From an optimization exercise on the open Yosys and OpenROAD flow, aimed at small area; shortcuts taken in it are not production practice. The RTL was checked by simulation tests, not by an equivalence proof against the original design. Power and IR drop assume default switching activity.

==> flow/design.v <==
module KFSDRAM #(
    parameter sdram_col_width       = 10,
    parameter sdram_row_width       = 13,
    parameter sdram_bank_width      = 2,
    parameter sdram_data_width      = 16,
    parameter sdram_no_refresh      = 1'b0,
    parameter sdram_trc             = 16'd5-16'd1,
    parameter sdram_tras            = 16'd8-16'd1,
    parameter sdram_trp             = 16'd2-16'd1,
    parameter sdram_tmrd            = 16'd2-16'd1,
    parameter sdram_trcd            = 16'd6-16'd1,
    parameter sdram_tdpl            = 16'd2-16'd1,
    parameter cas_latency           = 3'b011,
    parameter sdram_init_wait       = 16'd10000,
    parameter sdram_refresh_cycle   = 16'd00750
) (
    input   logic                               sdram_clock,
    input   logic                               sdram_reset,
    input   logic   [sdram_col_width
                    + sdram_row_width
                    + sdram_bank_width-1:0]     address,
    input   logic   [sdram_col_width-1:0]       access_num,
    input   logic   [sdram_data_width-1:0]      data_in,
    output  logic   [sdram_data_width-1:0]      data_out,
    input   logic                               write_request,
    input   logic                               read_request,
    output  logic                               write_flag,
    output  logic                               read_flag,
    output  logic                               idle,
    output  logic   [sdram_row_width-1:0]       sdram_address,
    output  logic                               sdram_cke,
    output  logic                               sdram_cs,
    output  logic                               sdram_ras,
    output  logic                               sdram_cas,
    output  logic                               sdram_we,
    output  logic   [sdram_bank_width-1:0]      sdram_ba,
    input   logic   [sdram_data_width-1:0]      sdram_dq_in,
    output  logic   [sdram_data_width-1:0]      sdram_dq_out,
    output  logic                               sdram_dq_io
);
    typedef enum { INIT, PALL, INIT_CBR_1, INIT_CBR_2, MRS, REFRESH, IDLE, WRITE_ACT, WRITE, PRECHARGE_WAIT, READ_ACT, READ, PRECHARGE } state_t;
    state_t                             state;
    state_t                             next_state;
    logic   [15:0]                      state_counter;
    logic   [15:0]                      refresh_counter;
    logic   [sdram_col_width-1:0]       access_counter;
    logic   [sdram_col_width-1:0]       read_counter;
    logic                               send_cmd_timing;
    logic                               end_read_cmd;
    logic                               read_flag_tmp;
    always_comb begin
        next_state = state;
        casez (state)
            INIT: begin
                if (state_counter == sdram_init_wait)
                    next_state = PALL;
            end
            PALL: begin
                if (state_counter == sdram_trp)
                    next_state = INIT_CBR_1;
            end
            INIT_CBR_1: begin
                if (state_counter == sdram_trc)
                    next_state = INIT_CBR_2;
            end
            INIT_CBR_2: begin
                if (state_counter == sdram_trc)
                    next_state = MRS;
            end
            MRS: begin
                if (state_counter == sdram_tmrd)
                    next_state = IDLE;
            end
            REFRESH: begin
                if (state_counter == sdram_trc)
                    next_state = IDLE;
            end
            IDLE: begin
                if (write_request)
                    next_state = WRITE_ACT;
                else if (read_request)
                    next_state = READ_ACT;
                else if ((~sdram_no_refresh) && (refresh_counter == sdram_refresh_cycle))
                    next_state = REFRESH;
            end
            WRITE_ACT: begin
                if (state_counter == sdram_trcd)
                    next_state = WRITE;
            end
            WRITE: begin
                if (access_counter == (access_num - 1))
                    next_state = PRECHARGE_WAIT;
            end
            PRECHARGE_WAIT: begin
                if (state_counter == sdram_tdpl)
                    next_state = PRECHARGE;
            end
            READ_ACT: begin
                if (state_counter == sdram_trcd)
                    next_state = READ;
            end
            READ: begin
                if ((end_read_cmd) && (read_counter == access_num))
                    next_state = PRECHARGE;
            end
            PRECHARGE: begin
                if (state_counter == sdram_trp)
                    next_state = IDLE;
            end
            default: begin
                next_state = INIT;
            end
        endcase
    end
    always_ff @(posedge sdram_clock, posedge sdram_reset) begin
        if (sdram_reset)
            state <= INIT;
        else
            state <= next_state;
    end
    always_ff @(posedge sdram_clock, posedge sdram_reset) begin
        if (sdram_reset)
            state_counter   <= 0;
        else if (next_state != state)
            state_counter   <= 0;
        else
            state_counter   <= state_counter + 16'h01;
    end
    always_ff @(posedge sdram_clock, posedge sdram_reset) begin
        if (sdram_reset)
            refresh_counter <= 0;
        else if ((~sdram_cs) && (~sdram_ras) & (~sdram_cas) & (sdram_we))
            refresh_counter <= 0;
        else if (refresh_counter != sdram_refresh_cycle)
            refresh_counter <= refresh_counter + 16'h01;
        else
            refresh_counter <= refresh_counter;
    end
    always_ff @(posedge sdram_clock, posedge sdram_reset) begin
        if (sdram_reset)
            access_counter  <= 0;
        else if ((state == WRITE) || (state == READ))
            access_counter  <= access_counter + 1;
        else
            access_counter  <= 0;
    end
    always_ff @(posedge sdram_clock, posedge sdram_reset) begin
        if (sdram_reset)
            read_counter    <= 0;
        else if (state != READ)
            read_counter    <= 0;
        else if (state_counter <= cas_latency)
            read_counter    <= 0;
        else if (read_counter != access_num)
            read_counter    <= read_counter + 1;
        else
            read_counter    <= read_counter;
    end
    assign  send_cmd_timing = state_counter == 0;
    assign  end_read_cmd    = state_counter >= access_num;
    always_ff @(posedge sdram_clock, posedge sdram_reset) begin
        if (sdram_reset) begin
            sdram_address   <= 0;
            sdram_cke       <= 1'b0;
            sdram_cs        <= 1'b1;
            sdram_ras       <= 1'b1;
            sdram_cas       <= 1'b1;
            sdram_we        <= 1'b1;
            sdram_ba        <= 0;
            sdram_dq_out    <= 0;
            sdram_dq_io     <= 1'b1;
        end
        else begin
            casez (state)
                INIT: begin
                    sdram_address   <= 0;
                    sdram_cke       <= 1'b1;
                    sdram_cs        <= 1'b0;
                    sdram_ras       <= 1'b1;
                    sdram_cas       <= 1'b1;
                    sdram_we        <= 1'b1;
                    sdram_ba        <= 0;
                    sdram_dq_out    <= 0;
                    sdram_dq_io     <= 1'b1;
                end
                PALL: begin
                    sdram_address[9:0]  <= 0;
                    sdram_address[10]   <= 1'b1;
                    sdram_address[sdram_row_width-1:11] <= 0;
                    sdram_cke       <= 1'b1;
                    sdram_cs        <= 1'b0;
                    sdram_ras       <= (send_cmd_timing) ? 1'b0 : 1'b1;
                    sdram_cas       <= 1'b1;
                    sdram_we        <= (send_cmd_timing) ? 1'b0 : 1'b1;
                    sdram_ba        <= 0;
                    sdram_dq_out    <= 0;
                    sdram_dq_io     <= 1'b1;
                end
                INIT_CBR_1: begin
                    sdram_address   <= 0;
                    sdram_cke       <= 1'b1;
                    sdram_cs        <= 1'b0;
                    sdram_ras       <= (send_cmd_timing) ? 1'b0 : 1'b1;
                    sdram_cas       <= (send_cmd_timing) ? 1'b0 : 1'b1;
                    sdram_we        <= 1'b1;
                    sdram_ba        <= 0;
                    sdram_dq_out    <= 0;
                    sdram_dq_io     <= 1'b1;
                end
                INIT_CBR_2: begin
                    sdram_address   <= 0;
                    sdram_cke       <= 1'b1;
                    sdram_cs        <= 1'b0;
                    sdram_ras       <= (send_cmd_timing) ? 1'b0 : 1'b1;
                    sdram_cas       <= (send_cmd_timing) ? 1'b0 : 1'b1;
                    sdram_we        <= 1'b1;
                    sdram_ba        <= 0;
                    sdram_dq_out    <= 0;
                    sdram_dq_io     <= 1'b1;
                end
                MRS: begin
                    sdram_address[9:0] <= (send_cmd_timing) ? {2'b000, cas_latency, 4'b0000} : 0;
                    sdram_address[sdram_row_width-1:10] <= 0;
                    sdram_cke       <= 1'b1;
                    sdram_cs        <= 1'b0;
                    sdram_ras       <= (send_cmd_timing) ? 1'b0 : 1'b1;
                    sdram_cas       <= (send_cmd_timing) ? 1'b0 : 1'b1;
                    sdram_we        <= (send_cmd_timing) ? 1'b0 : 1'b1;
                    sdram_ba        <= 0;
                    sdram_dq_out    <= 0;
                    sdram_dq_io     <= 1'b1;
                end
                REFRESH: begin
                    sdram_address   <= 0;
                    sdram_cke       <= 1'b1;
                    sdram_cs        <= 1'b0;
                    sdram_ras       <= (send_cmd_timing) ? 1'b0 : 1'b1;
                    sdram_cas       <= (send_cmd_timing) ? 1'b0 : 1'b1;
                    sdram_we        <= 1'b1;
                    sdram_ba        <= 0;
                    sdram_dq_out    <= 0;
                    sdram_dq_io     <= 1'b1;
                end
                IDLE : begin
                    sdram_address   <= 0;
                    sdram_cke       <= 1'b1;
                    sdram_cs        <= 1'b0;
                    sdram_ras       <= 1'b1;
                    sdram_cas       <= 1'b1;
                    sdram_we        <= 1'b1;
                    sdram_ba        <= 0;
                    sdram_dq_out    <= 0;
                    sdram_dq_io     <= 1'b1;
                end
                WRITE_ACT: begin
                    sdram_address   <= (send_cmd_timing) ? address[(sdram_col_width + sdram_row_width - 1):(sdram_col_width)] : 0;
                    sdram_cke       <= 1'b1;
                    sdram_cs        <= 1'b0;
                    sdram_ras       <= (send_cmd_timing) ? 1'b0 : 1'b1;
                    sdram_cas       <= 1'b1;
                    sdram_we        <= 1'b1;
                    sdram_ba        <= (send_cmd_timing) ? address[(sdram_col_width + sdram_row_width + sdram_bank_width - 1):(sdram_col_width + sdram_row_width)] : 0;
                    sdram_dq_out    <= 0;
                    sdram_dq_io     <= 1'b1;
                end
                WRITE: begin
                    sdram_address[sdram_col_width-1:0]  <= address[sdram_col_width-1:0] + access_counter;
                    sdram_address[sdram_row_width-1:sdram_col_width] <= 0;
                    sdram_cke       <= 1'b1;
                    sdram_cs        <= 1'b0;
                    sdram_ras       <= 1'b1;
                    sdram_cas       <= 1'b0;
                    sdram_we        <= 1'b0;
                    sdram_ba        <= address[(sdram_col_width + sdram_row_width + sdram_bank_width - 1):(sdram_col_width + sdram_row_width)];
                    sdram_dq_out    <= data_in;
                    sdram_dq_io     <= 1'b0;
                end
                PRECHARGE_WAIT: begin
                    sdram_address   <= 0;
                    sdram_cke       <= 1'b1;
                    sdram_cs        <= 1'b0;
                    sdram_ras       <= 1'b1;
                    sdram_cas       <= 1'b1;
                    sdram_we        <= 1'b1;
                    sdram_ba        <= 0;
                    sdram_dq_out    <= 0;
                    sdram_dq_io     <= 1'b1;
                end
                READ_ACT: begin
                    sdram_address   <= (send_cmd_timing) ? address[(sdram_col_width + sdram_row_width - 1):(sdram_col_width)] : 0;
                    sdram_cke       <= 1'b1;
                    sdram_cs        <= 1'b0;
                    sdram_ras       <= (send_cmd_timing) ? 1'b0 : 1'b1;
                    sdram_cas       <= 1'b1;
                    sdram_we        <= 1'b1;
                    sdram_ba        <= (send_cmd_timing) ? address[(sdram_col_width + sdram_row_width + sdram_bank_width - 1):(sdram_col_width + sdram_row_width)] : 0;
                    sdram_dq_out    <= 0;
                    sdram_dq_io     <= 1'b1;
                end
                READ: begin
                    sdram_address[sdram_col_width-1:0]  <= (~end_read_cmd) ? address[sdram_col_width-1:0] + access_counter : 0;
                    sdram_address[sdram_row_width-1:sdram_col_width] <= 0;
                    sdram_cke       <= 1'b1;
                    sdram_cs        <= 1'b0;
                    sdram_ras       <= 1'b1;
                    sdram_cas       <= (~end_read_cmd) ? 1'b0 : 1'b1;
                    sdram_we        <= 1'b1;
                    sdram_ba        <= (~end_read_cmd) ? address[(sdram_col_width + sdram_row_width + sdram_bank_width - 1):(sdram_col_width + sdram_row_width)] : 0;
                    sdram_dq_out    <= 0;
                    sdram_dq_io     <= 1'b1;
                end
                PRECHARGE: begin
                    sdram_address[9:0]  <= 0;
                    sdram_address[10]   <= 1'b1;
                    sdram_address[sdram_row_width-1:11] <= 0;
                    sdram_cke       <= 1'b1;
                    sdram_cs        <= 1'b0;
                    sdram_ras       <= (send_cmd_timing) ? 1'b0 : 1'b1;
                    sdram_cas       <= 1'b1;
                    sdram_we        <= (send_cmd_timing) ? 1'b0 : 1'b1;
                    sdram_ba        <= 0;
                    sdram_dq_out    <= 0;
                    sdram_dq_io     <= 1'b1;
                end
                default: begin
                    sdram_address   <= 0;
                    sdram_cke       <= 1'b0;
                    sdram_cs        <= 1'b1;
                    sdram_ras       <= 1'b1;
                    sdram_cas       <= 1'b1;
                    sdram_we        <= 1'b1;
                    sdram_ba        <= 0;
                    sdram_dq_out    <= 0;
                    sdram_dq_io     <= 1'b1;
                end
            endcase
        end
    end
    always_ff @(posedge sdram_clock, posedge sdram_reset) begin
        if (sdram_reset)
            data_out    <= 0;
        else
            data_out    <= sdram_dq_in;
    end
    assign  idle            = (state == IDLE);
    assign  write_flag      = (state == WRITE);
    assign  read_flag_tmp   = (state == READ) && (next_state == READ)  && (state_counter > cas_latency);
    always_ff @(posedge sdram_clock, posedge sdram_reset) begin
        if (sdram_reset)
            read_flag   <= 1'b0;
        else
            read_flag   <= read_flag_tmp;
    end
endmodule
==> flow/run.sh <==
#!/bin/bash
# synth_recipe.tcl (not shown) runs the flow's synth.tcl, then flattens the netlist and writes it again
# the make line also repeats each setting of config.mk as NAME=value (left out here)
make -C /OpenROAD-flow-scripts/flow DESIGN_CONFIG=/design/flow/config.mk WORK_HOME=/design/flow/orfs CLKGATE_MAP_FILE= SYNTH_SCRIPT=/design/flow/synth_recipe.tcl finish
==> flow/config.mk <==
export PLATFORM = sky130hd
export DESIGN_NAME = KFSDRAM
export DESIGN_NICKNAME = KFSDRAM
export VERILOG_FILES = /design/flow/design.v
export SDC_FILE = /design/flow/constraint.sdc
export NUM_CORES = 4
export LEC_CHECK = 0
export CAP_MARGIN = 20
export CORE_MARGIN = 2
export CORE_UTILIZATION = 40
export SLEW_MARGIN = 20
==> flow/constraint.sdc <==
create_clock -name core_clock -period 10.0 [get_ports {sdram_clock}]
set_input_delay 2.0000 -clock core_clock [delete_from_list [all_inputs] [get_ports {sdram_clock}]]
set_output_delay 2.0000 -clock core_clock [all_outputs]
set_load 0.01 [all_outputs]
==> flow_summary.toml <==
[setup_path]
reg2reg_setup_slack_ns = 6.44
r2r-end = "state_counter[1]"
reg2regPathDepth = 9
critPathBufInv = 2
cp.arrival_ns = 3.52
worstSetupPathDepth = 6
setup.worst_path.end = "write_flag"
r2r_start = "state_counter[1]"
cp-end-kind = "primary output"
slowest_delay_ns = 0.64
setup.worst_path.start_class = "flop"
crit_slowest_cell = "nor4_1"
cp_cell_sequence = "or4_1, nor4_1, and2_1, nand2_1, inv_1, clkdlybuf4s50_1"
startpoint = "state[8]"
worstPathMaxFanout = 18
worst_ep_required_time_ns = 8.00
critPathTopFamily = "simple AND/OR/NAND/NOR gates"
worstSetupPathType = "flop to primary output"

[floorplan]
dieArea_um2 = 17900
start_util_pct = 40.9
die_h_um = 134
core_um2 = 16500
fp-row-count = 47
ios = 127
die_w_um = 134

[routing]
drt_iter0_markers = 213
route.vias.total = 5388
ant_nets = 0
vias_per_cell = 5.17
wl_um = 16300
drtPass1Iterations = 5
wire_per_inst_um = 15.7
drc_errors = 0

[final_layout]
n_antenna_cell = 0
areaGrowthSynthToFinish_pct = 31.9
final_common_cell = "dfrtp_1"
drive_above_1_share_pct = 7.42
mostFrequentLayoutCells = "133 x dfrtp_1, 126 x clkdlybuf4s50_1, 71 x nor2_1"
final_nets = 908
finalNonFillerCells = 1042

[timing]
fin_tns_setup_ns = 0
timing.hold.ws_ns = 0.556
slew_viol_final = 0
setup_viol_count_final = 0
finalCritPeriodShare_pct = 55.2
rsz0062_at_grt = "no"
min_period_ns = 5.52
tightest_slew_ns = 1.04
max_freq_mhz = 181
relSlewSlack_pct = 30.6
fin_worst_skew_ns = 0.0113
hold_viol_final = 0

[grt]
grt_start_max_net_pins = 80
grt_pass1_wl_um = 27300
grtUsageMet1_pct = 24.8
grtUsageMet2_pct = 32.4
grt-ovfl-total = 0
antenna_found_initial = 0
track_usage_pct = 19.3
grt_pass1_vias = 5432
top_usage_layer = "met2"
use_met3_pct = 4.99

[clock_network]
cts_buffer_depth = 2
cts_tree = "yes"
cts.repair.resized = 0
cts_buffers = 17
cts_setup_buffers = 0
cts_hold_buf = 0
clkTransAtPathRegs_ns = 0.06
numClockSinks = 138
htree_num_levels = 4
clkLatencyLatePin_ns = 0.42
cts_root_buf = "clkbuf_16"

[power_and_ir_drop]
power_w = 0.00126
vdd_drop_max_v = 0.000105
leakage_nw = 3.93
power.density_nw_per_um2 = 141

[place]
portBuffers = 126
dpl.hpwl_um = 11900
gp_congestion = 0.868
dp_cells = 1010

[synthesis]
avgSynthCellArea_um2 = 10.3
synth_cells = 658
postSynth.asyncResetShare_pct = 100
synth-seq-cells = 138
synth_edf_count = 0
yosysWarnings = 1
yosys.cell_types.count = 67
syn_area_um2 = 6750
seq_area_frac_synth_pct = 51.2
synth_ff_type = "dfrtp_1"

[outcome]
status = "complete, no violations"

[flow_run]
max_cap_violations = 0

[worst_hold_path]
hp-class = "flop to flop"
hold_start = "refresh_counter[5]"
layer usage:
metal  vias up  part of all wire, %
li1       2587                    -
met1      2607                   45
met2       181                   48
met3        13                  6.4
met4         0                  1.1
met5         -                    0
registers in the layout (all words and copies together), names as in the netlist:
register / flops
read_counter: 10
refresh_counter: 16
read_flag: 1
state_counter: 16
data_out: 16
sdram_we: 1
sdram_dq_io: 1
sdram_cas: 1
sdram_address: 13
access_counter: 10
sdram_cke: 1
sdram_cs: 1
sdram_dq_out: 16
sdram_ras: 1
state: 32
sdram_ba: 2
worst register-to-register path: stages, from the launching register on:
cell	delay, ns
dfrtp_1	0.44
inv_1	0.10
ha_1	0.23
or4b_2	0.61
or4_4	0.49
nor3b_1	0.19
o21ai_1	0.26
o311ai_1	0.19
a211oi_4	0.78
nor2b_1	0.12
per-stage QoR:
stage	util [%]	setup WS, ns	area [um2]
floorplan	-	4.31	6850
global placement	50.3	4.96	8320
detailed placement	50.3	4.86	8320
CTS	53.9	4.44	8900
global route	53.9	4.12	8910
finish	53.9	4.48	8910
worst min-delay path by stage:
stage / to / cells past startpoint
6_report: refresh_counter[5] / 2
4_1_cts: state_counter[0] / 1
3_3_place_gp: refresh_counter[5] / 2
5_1_grt: refresh_counter[11] / 2
2_1_floorplan: state_counter[0] / 1
3_5_place_dp: refresh_counter[5] / 2
kinds of logic (layout without fill, tap and decap cells):
kind of cell / Yosys count / after routing / synth area share [%]
AO/OA/AOI/OAI: 98 / 98 / 9.93
buffers and inverters: 52 / 189 / 3.15
flip-flops: 138 / 138 / 51.2
other: 1 / 28 / 0.0555
XOR/XNOR: 68 / 68 / 8.82
multiplexers: 1 / 1 / 0.148
AND/OR/NAND/NOR: 272 / 272 / 21.4
adder cells (fa/ha/maj): 28 / 28 / 5.30
where the power goes:
part	internal, W	switching, W	total, W
registers	0.000567	0.00000220	0.000570
logic	0.0000386	0.0000331	0.0000717
clock network	0.000363	0.000255	0.000618
total	0.000969	0.000290	0.00126
synth_stat cells (10+ instances only):
cell type  count  area, um2
dfrtp_1      133       3330
nor2_1        72        270
nand2_1       48        180
xor2_1        39        342
and3_1        29        181
xnor2_1       29        254
inv_1         28        105
ha_1          27        338
a21oi_1       23        115
nand3_1       22        110
clkbuf_1      19       71.3
o21ai_0       18       90.1
nor4_1        15       93.8
nand4_1       12       75.1
nor2_2        10       62.6
nor3_1        10       50.1
layout make-up:
| type | instances | area, um2 |
|---|---|---|
| tap | 220 | 275 |
| multi-input combinational | 495 | 3190 |
| inverter | 28 | 110 |
| sequential | 138 | 3460 |
| clock inverter | 12 | 129 |
| timing repair buffer | 129 | 1290 |
| fill | 1439 | 7620 |
| clock buffer | 20 | 457 |

==> afterwards: timing with drivers on the ports <==
No port has a modelled driver above. Below, the same layout with a new extraction and two added sets of constraints. Step 1 assumes that a clkbuf_16 drives the clock port and a buf_2 every other input. Step 2 adds t to the input delays and takes it off the output delays; t is the mean of the earliest and latest rising clock arrival at the registers after step 1. Input paths then give back, and output paths get back, about the clock's delay inside the block. Slacks: ideal ports / drivers / drivers and shift; pairs: ideal ports / drivers.
t (ns): 0.456
setup slack, ns: 4.481 / 4.439 / 4.862
hold WS [ns]: 0.556 / 0.556 / 0.556
latest minus earliest clock arrival (ns): 0.012 / 0.011
worst register clock-pin slew, ns: 0.07 / 0.07
After both steps this run still meets setup and hold. For this run, drivers alone change the setup slack by -0.042 ns; drivers and shift together by +0.381 ns.
